This design comes from an exercise in tuning for small area, a short achievable clock period and few clock cycles on the open sky130 flow, not from production work.

the previous run:
==> flow/design.v (excerpt) <==
module infix_calc
(
    input  wire       CLK,
    input  wire       RST,
    output reg        BUSY,
    input  wire [7:0] INPUT_SIGN,
    input  wire       SIGN_STB,
    input  wire [7:0] INPUT_NUMBER,
    input  wire       NUMBER_STB,
    output wire [7:0] OUT,
    output reg        OUT_STB
);
wire in_mul = ~INPUT_SIGN[0];
wire in_div = INPUT_SIGN[2] & INPUT_SIGN[1];
wire in_sub = ~INPUT_SIGN[1];
wire take_num = NUMBER_STB & ~SIGN_STB & ~BUSY;
wire take_op  = SIGN_STB & ~NUMBER_STB & ~BUSY;
wire take_end = SIGN_STB & NUMBER_STB & ~BUSY;
reg       r_num;     
reg       r_lo;      
reg       r_end;     
reg [7:0] r_val;     
reg       m_mul;     
reg       m_div;     
reg       n_sub;     
always @(posedge CLK) begin
    if (RST) begin
        r_num <= 1'b0;
        r_lo  <= 1'b0;
        r_end <= 1'b0;
        m_mul <= 1'b0;
        m_div <= 1'b0;
        BUSY  <= 1'b0;
    end else begin
        r_num <= take_num;
        r_lo  <= take_op & ~in_mul & ~in_div;
        r_end <= take_end;
        if (take_op | take_end) begin
            m_mul <= in_mul & take_op;
            m_div <= in_div & take_op;
        end
        BUSY  <= r_num & m_mul & take_op & (in_mul | in_div);
    end
    r_val <= INPUT_NUMBER;
    if (take_op & ~in_mul & ~in_div)
        n_sub <= in_sub;
end
reg  [7:0]    term;
reg           a_num;      
reg           a_mul;
reg           a_div;
reg  [7:0]    a_val;      
reg  [K1-1:0] a_rem;      
reg           b_div;      
reg           b_mul;      
reg  [K2-1:0] b_rem;      
localparam K1 = 3;
localparam K2 = 6;
  ...
==> module infix_calc, before the edit <==
module infix_calc
(
    input  wire       CLK,
    input  wire       RST,
    output reg        BUSY,
    input  wire [7:0] INPUT_SIGN,
    input  wire       SIGN_STB,
    input  wire [7:0] INPUT_NUMBER,
    input  wire       NUMBER_STB,
    output wire [7:0] OUT,
    output reg        OUT_STB
);
wire in_mul = ~INPUT_SIGN[0];
wire in_div = INPUT_SIGN[2] & INPUT_SIGN[1];
wire in_sub = ~INPUT_SIGN[1];
wire take_num = NUMBER_STB & ~SIGN_STB & ~BUSY;
wire take_op  = SIGN_STB & ~NUMBER_STB & ~BUSY;
wire take_end = SIGN_STB & NUMBER_STB & ~BUSY;
reg       r_num;     
reg       r_lo;      
reg       r_end;     
reg [7:0] r_val;     
reg       m_mul;     
reg       m_div;     
reg       n_sub;     
always @(posedge CLK) begin
    if (RST) begin
        r_num <= 1'b0;
        r_lo  <= 1'b0;
        r_end <= 1'b0;
        m_mul <= 1'b0;
        m_div <= 1'b0;
        BUSY  <= 1'b0;
    end else begin
        r_num <= take_num;
        r_lo  <= take_op & ~in_mul & ~in_div;
        r_end <= take_end;
        if (take_op | take_end) begin
            m_mul <= in_mul & take_op;
            m_div <= in_div & take_op;
        end
        BUSY  <= r_num & m_mul & take_op & (in_mul | in_div);
    end
    r_val <= INPUT_NUMBER;
    if (take_op & ~in_mul & ~in_div)
        n_sub <= in_sub;
end
reg  [7:0]    term;
reg           a_num;      
reg           a_mul;
reg           a_div;
reg  [7:0]    a_val;      
reg  [K1-1:0] a_rem;      
reg           b_div;      
reg           b_mul;      
reg  [K2-1:0] b_rem;      
localparam K1 = 3;
localparam K2 = 6;
wire [7:0] x1 = r_val ^ {8{m_div}};    
wire [0:0] dv0 = m_div & term[7];
wire [1:0] ds0 = {1'b0, dv0} + {1'b0, x1[0:0]} + {1'd0, m_div};
wire qd0 = ds0[1] & (x1[7:1] == {7{m_div}});    
wire dq0 = m_div ? qd0 : term[7];
wire [0:0] dr0 = dq0 ? ds0[0:0] : dv0;
wire [1:0] dv1 = {dr0, m_div & term[6]};
wire [2:0] ds1 = {1'b0, dv1} + {1'b0, x1[1:0]} + {2'd0, m_div};
wire qd1 = ds1[2] & (x1[7:2] == {6{m_div}});    
wire dq1 = m_div ? qd1 : term[6];
wire [1:0] dr1 = dq1 ? ds1[1:0] : dv1;
wire [2:0] dv2 = {dr1, m_div & term[5]};
wire [3:0] ds2 = {1'b0, dv2} + {1'b0, x1[2:0]} + {3'd0, m_div};
wire qd2 = ds2[3] & (x1[7:3] == {5{m_div}});    
wire dq2 = m_div ? qd2 : term[5];
wire [2:0] dr2 = dq2 ? ds2[2:0] : dv2;
wire [3:0] dv3 = {a_rem, a_div & term[4]};
wire [4:0] ds3 = {1'b0, dv3} + {1'b0, a_val[3:0]} + {4'd0, a_div};
wire qd3 = ds3[4] & (a_val[7:4] == {4{a_div}});    
wire dq3 = a_div ? qd3 : term[4];
wire [3:0] dr3 = dq3 ? ds3[3:0] : dv3;
wire [4:0] dv4 = {dr3, a_div & term[3]};
wire [5:0] ds4 = {1'b0, dv4} + {1'b0, a_val[4:0]} + {5'd0, a_div};
wire qd4 = ds4[5] & (a_val[7:5] == {3{a_div}});    
wire dq4 = a_div ? qd4 : term[3];
wire [4:0] dr4 = dq4 ? ds4[4:0] : dv4;
wire [5:0] dv5 = {dr4, a_div & term[2]};
wire [6:0] ds5 = {1'b0, dv5} + {1'b0, a_val[5:0]} + {6'd0, a_div};
wire qd5 = ds5[6] & (a_val[7:6] == {2{a_div}});    
wire dq5 = a_div ? qd5 : term[2];
wire [5:0] dr5 = dq5 ? ds5[5:0] : dv5;
wire [6:0] dv6 = {b_rem, a_div & term[1]};
wire [7:0] ds6 = {1'b0, dv6} + {1'b0, a_val[6:0]} + {7'd0, a_div};
wire qd6 = ds6[7] & (a_val[7:7] == {1{a_div}});    
wire dq6 = a_div ? qd6 : term[1];
wire [6:0] dr6 = dq6 ? ds6[6:0] : dv6;
wire [7:0] dv7 = {dr6, a_div & term[0]};
wire [8:0] ds7 = {1'b0, dv7} + {1'b0, a_val[7:0]} + {8'd0, a_div};
wire qd7 = ds7[8];    
wire dq7 = a_div ? qd7 : term[0];
wire [7:0] dr7 = dq7 ? ds7[7:0] : dv7;
wire [K1-1:0]    q1 = {qd0, qd1, qd2};
wire [K2-K1-1:0] q2 = {qd3, qd4, qd5};
wire [7-K2:0]    q3 = {qd6, qd7};
wire [7:0]       r3 = dr7;    
always @(posedge CLK) begin
    if (RST) begin
        a_num <= 1'b0;
        b_div <= 1'b0;
        b_mul <= 1'b0;
    end else begin
        a_num <= r_num;
        b_div <= a_num & a_div;
        b_mul <= a_num & a_mul;
    end
    if (r_num) begin
        a_mul <= m_mul;
        a_div <= m_div;
        a_val <= x1;
    end
    a_rem <= dr2;
    b_rem <= dr5;
    if (a_num & ~a_div & ~a_mul)
        term <= a_val;
    else if (b_mul)
        term <= r3;
    else begin
        if (r_num & m_div)
            term[7:8-K1] <= q1;
        if (a_num & a_div)
            term[7-K1:8-K2] <= q2;
        if (b_div)
            term[7-K2:0] <= q3;
    end
end
reg [7:0] sum;
reg       first;     
reg       sop_sub;   
reg       p_sub;     
reg       lo1, lo2, end1, end2;
wire [7:0] base  = first ? 8'd0 : sum;
wire [7:0] total = base + (term ^ {8{sop_sub}}) + {7'd0, sop_sub};
always @(posedge CLK) begin
    if (RST) begin
        lo1     <= 1'b0;
        lo2     <= 1'b0;
        end1    <= 1'b0;
        end2    <= 1'b0;
        first   <= 1'b1;
        sop_sub <= 1'b0;
        OUT_STB <= 1'b0;
    end else begin
        lo1     <= r_lo;
        lo2     <= lo1;
        end1    <= r_end;
        end2    <= end1;
        OUT_STB <= end2;
        if (lo2) begin
            first   <= 1'b0;
            sop_sub <= p_sub;
        end else if (end2) begin
            first   <= 1'b1;
            sop_sub <= 1'b0;
        end
    end
    if (lo1)
        p_sub <= n_sub;
    if (lo2 | end2)
        sum <= total;
end
assign OUT = sum;
endmodule
export LEC_CHECK = 0
export CAP_MARGIN = 20
export CORE_MARGIN = 2
export CORE_UTILIZATION = 40
export SLEW_MARGIN = 20
create_clock -name core_clock -period 13.0 [get_ports {CLK}]
standard.sh (not shown) runs the stock make flow with config.mk's settings and CLKGATE_MAP_FILE= SYNTH_SCRIPT=/design/flow/synth_recipe.tcl, a recipe that flattens the netlist after the stock synthesis.
==> flow/flow/run.sh <==
#!/bin/bash
# Standard ORFS layout at the design's clock and constraints, with a larger setup
# target for the timing repair (see params.sh).
set -euo pipefail
source flow/params.sh
bash standard.sh SETUP_SLACK_MARGIN=$SETUP_MARGIN $EXTRA finish > make.log 2>&1
==> flow/flow/params.sh <==
SETUP_MARGIN=9.3
EXTRA="ABC_AREA=1"
Edits applied to the flow inputs when going from the previous run to the current run:
--- a/flow/design.v
+++ b/flow/design.v
@@ -55,51 +55,43 @@
 reg           b_mul;      
 reg  [K2-1:0] b_rem;      
 localparam K1 = 3;
-localparam K2 = 6;
+localparam K2 = 5;
 wire [7:0] x1 = r_val ^ {8{m_div}};    
 wire [0:0] dv0 = m_div & term[7];
 wire [1:0] ds0 = {1'b0, dv0} + {1'b0, x1[0:0]} + {1'd0, m_div};
-wire qd0 = ds0[1] & (x1[7:1] == {7{m_div}});    
-wire dq0 = m_div ? qd0 : term[7];
+wire dq0 = m_div ? (ds0[1] & (x1[7:1] == {7{m_div}})) : term[7];
 wire [0:0] dr0 = dq0 ? ds0[0:0] : dv0;
 wire [1:0] dv1 = {dr0, m_div & term[6]};
 wire [2:0] ds1 = {1'b0, dv1} + {1'b0, x1[1:0]} + {2'd0, m_div};
-wire qd1 = ds1[2] & (x1[7:2] == {6{m_div}});    
-wire dq1 = m_div ? qd1 : term[6];
+wire dq1 = m_div ? (ds1[2] & (x1[7:2] == {6{m_div}})) : term[6];
 wire [1:0] dr1 = dq1 ? ds1[1:0] : dv1;
 wire [2:0] dv2 = {dr1, m_div & term[5]};
 wire [3:0] ds2 = {1'b0, dv2} + {1'b0, x1[2:0]} + {3'd0, m_div};
-wire qd2 = ds2[3] & (x1[7:3] == {5{m_div}});    
-wire dq2 = m_div ? qd2 : term[5];
+wire dq2 = m_div ? (ds2[3] & (x1[7:3] == {5{m_div}})) : term[5];
 wire [2:0] dr2 = dq2 ? ds2[2:0] : dv2;
 wire [3:0] dv3 = {a_rem, a_div & term[4]};
 wire [4:0] ds3 = {1'b0, dv3} + {1'b0, a_val[3:0]} + {4'd0, a_div};
-wire qd3 = ds3[4] & (a_val[7:4] == {4{a_div}});    
-wire dq3 = a_div ? qd3 : term[4];
+wire dq3 = a_div ? (ds3[4] & (a_val[7:4] == {4{a_div}})) : term[4];
 wire [3:0] dr3 = dq3 ? ds3[3:0] : dv3;
 wire [4:0] dv4 = {dr3, a_div & term[3]};
 wire [5:0] ds4 = {1'b0, dv4} + {1'b0, a_val[4:0]} + {5'd0, a_div};
-wire qd4 = ds4[5] & (a_val[7:5] == {3{a_div}});    
-wire dq4 = a_div ? qd4 : term[3];
+wire dq4 = a_div ? (ds4[5] & (a_val[7:5] == {3{a_div}})) : term[3];
 wire [4:0] dr4 = dq4 ? ds4[4:0] : dv4;
-wire [5:0] dv5 = {dr4, a_div & term[2]};
+wire [5:0] dv5 = {b_rem, a_div & term[2]};
 wire [6:0] ds5 = {1'b0, dv5} + {1'b0, a_val[5:0]} + {6'd0, a_div};
-wire qd5 = ds5[6] & (a_val[7:6] == {2{a_div}});    
-wire dq5 = a_div ? qd5 : term[2];
+wire dq5 = a_div ? (ds5[6] & (a_val[7:6] == {2{a_div}})) : term[2];
 wire [5:0] dr5 = dq5 ? ds5[5:0] : dv5;
-wire [6:0] dv6 = {b_rem, a_div & term[1]};
+wire [6:0] dv6 = {dr5, a_div & term[1]};
 wire [7:0] ds6 = {1'b0, dv6} + {1'b0, a_val[6:0]} + {7'd0, a_div};
-wire qd6 = ds6[7] & (a_val[7:7] == {1{a_div}});    
-wire dq6 = a_div ? qd6 : term[1];
+wire dq6 = a_div ? (ds6[7] & (a_val[7:7] == {1{a_div}})) : term[1];
 wire [6:0] dr6 = dq6 ? ds6[6:0] : dv6;
 wire [7:0] dv7 = {dr6, a_div & term[0]};
 wire [8:0] ds7 = {1'b0, dv7} + {1'b0, a_val[7:0]} + {8'd0, a_div};
-wire qd7 = ds7[8];    
-wire dq7 = a_div ? qd7 : term[0];
+wire dq7 = a_div ? (ds7[8]) : term[0];
 wire [7:0] dr7 = dq7 ? ds7[7:0] : dv7;
-wire [K1-1:0]    q1 = {qd0, qd1, qd2};
-wire [K2-K1-1:0] q2 = {qd3, qd4, qd5};
-wire [7-K2:0]    q3 = {qd6, qd7};
+wire [K1-1:0]    q1 = {dq0, dq1, dq2};
+wire [K2-K1-1:0] q2 = {dq3, dq4};
+wire [7-K2:0]    q3 = {dq5, dq6, dq7};
 wire [7:0]       r3 = dr7;    
 always @(posedge CLK) begin
     if (RST) begin
@@ -117,7 +109,7 @@
         a_val <= x1;
     end
     a_rem <= dr2;
-    b_rem <= dr5;
+    b_rem <= dr4;
     if (a_num & ~a_div & ~a_mul)
         term <= a_val;
     else if (b_mul)
==> run notes <==
- Relative to the previous run, wire length has increased by 100 um in the current run.
- Diff the previous run -> the current run | final period demand of the worst path | increase of 170 ps
- In the tables for the current run and the previous run, maximum clock rate reads higher with the previous run.
- The current run vs the previous run: non-filler instance count after layout down slightly
- Against the previous run, the current run reports a sum of buffers and inverters on the critical path that is higher.
- Detailed-routing iteration count for the pre-antenna-repair pass ends up higher on the current run.
- Status: worst hold-check slack parity (the previous run, the current run)
Function was not checked in any run of this note: the RTL went through the layout flow alone.

-- re-timing with driven ports --
In the flow no input, the clock included, has a driving cell. The finished layouts below were timed again as built, in two steps.
Step 1 sets driving cells, clkbuf_16 on the clock port and buf_2 on the other inputs (assumed; they add their load-dependent delay and slew).
Step 2 adds t to the input delays and takes it off the output delays; t is the mean of the earliest and latest rising clock arrival at the registers after step 1. Input paths then give back, and output paths get back, about the clock's delay inside the block.
Three values: no drivers, after step 1, after step 2; two values: the first two.
run	t (ns)	slack for setup (ns)	worst register clock-pin slew, ns	cell pins on the clock port's net
the previous run	0.359	8.715 / 8.715 / 8.715	0.06 / 0.06	1
the current run	0.359	8.546 / 8.546 / 8.546	0.08 / 0.08	1
After both steps setup and hold are still met in every run listed.
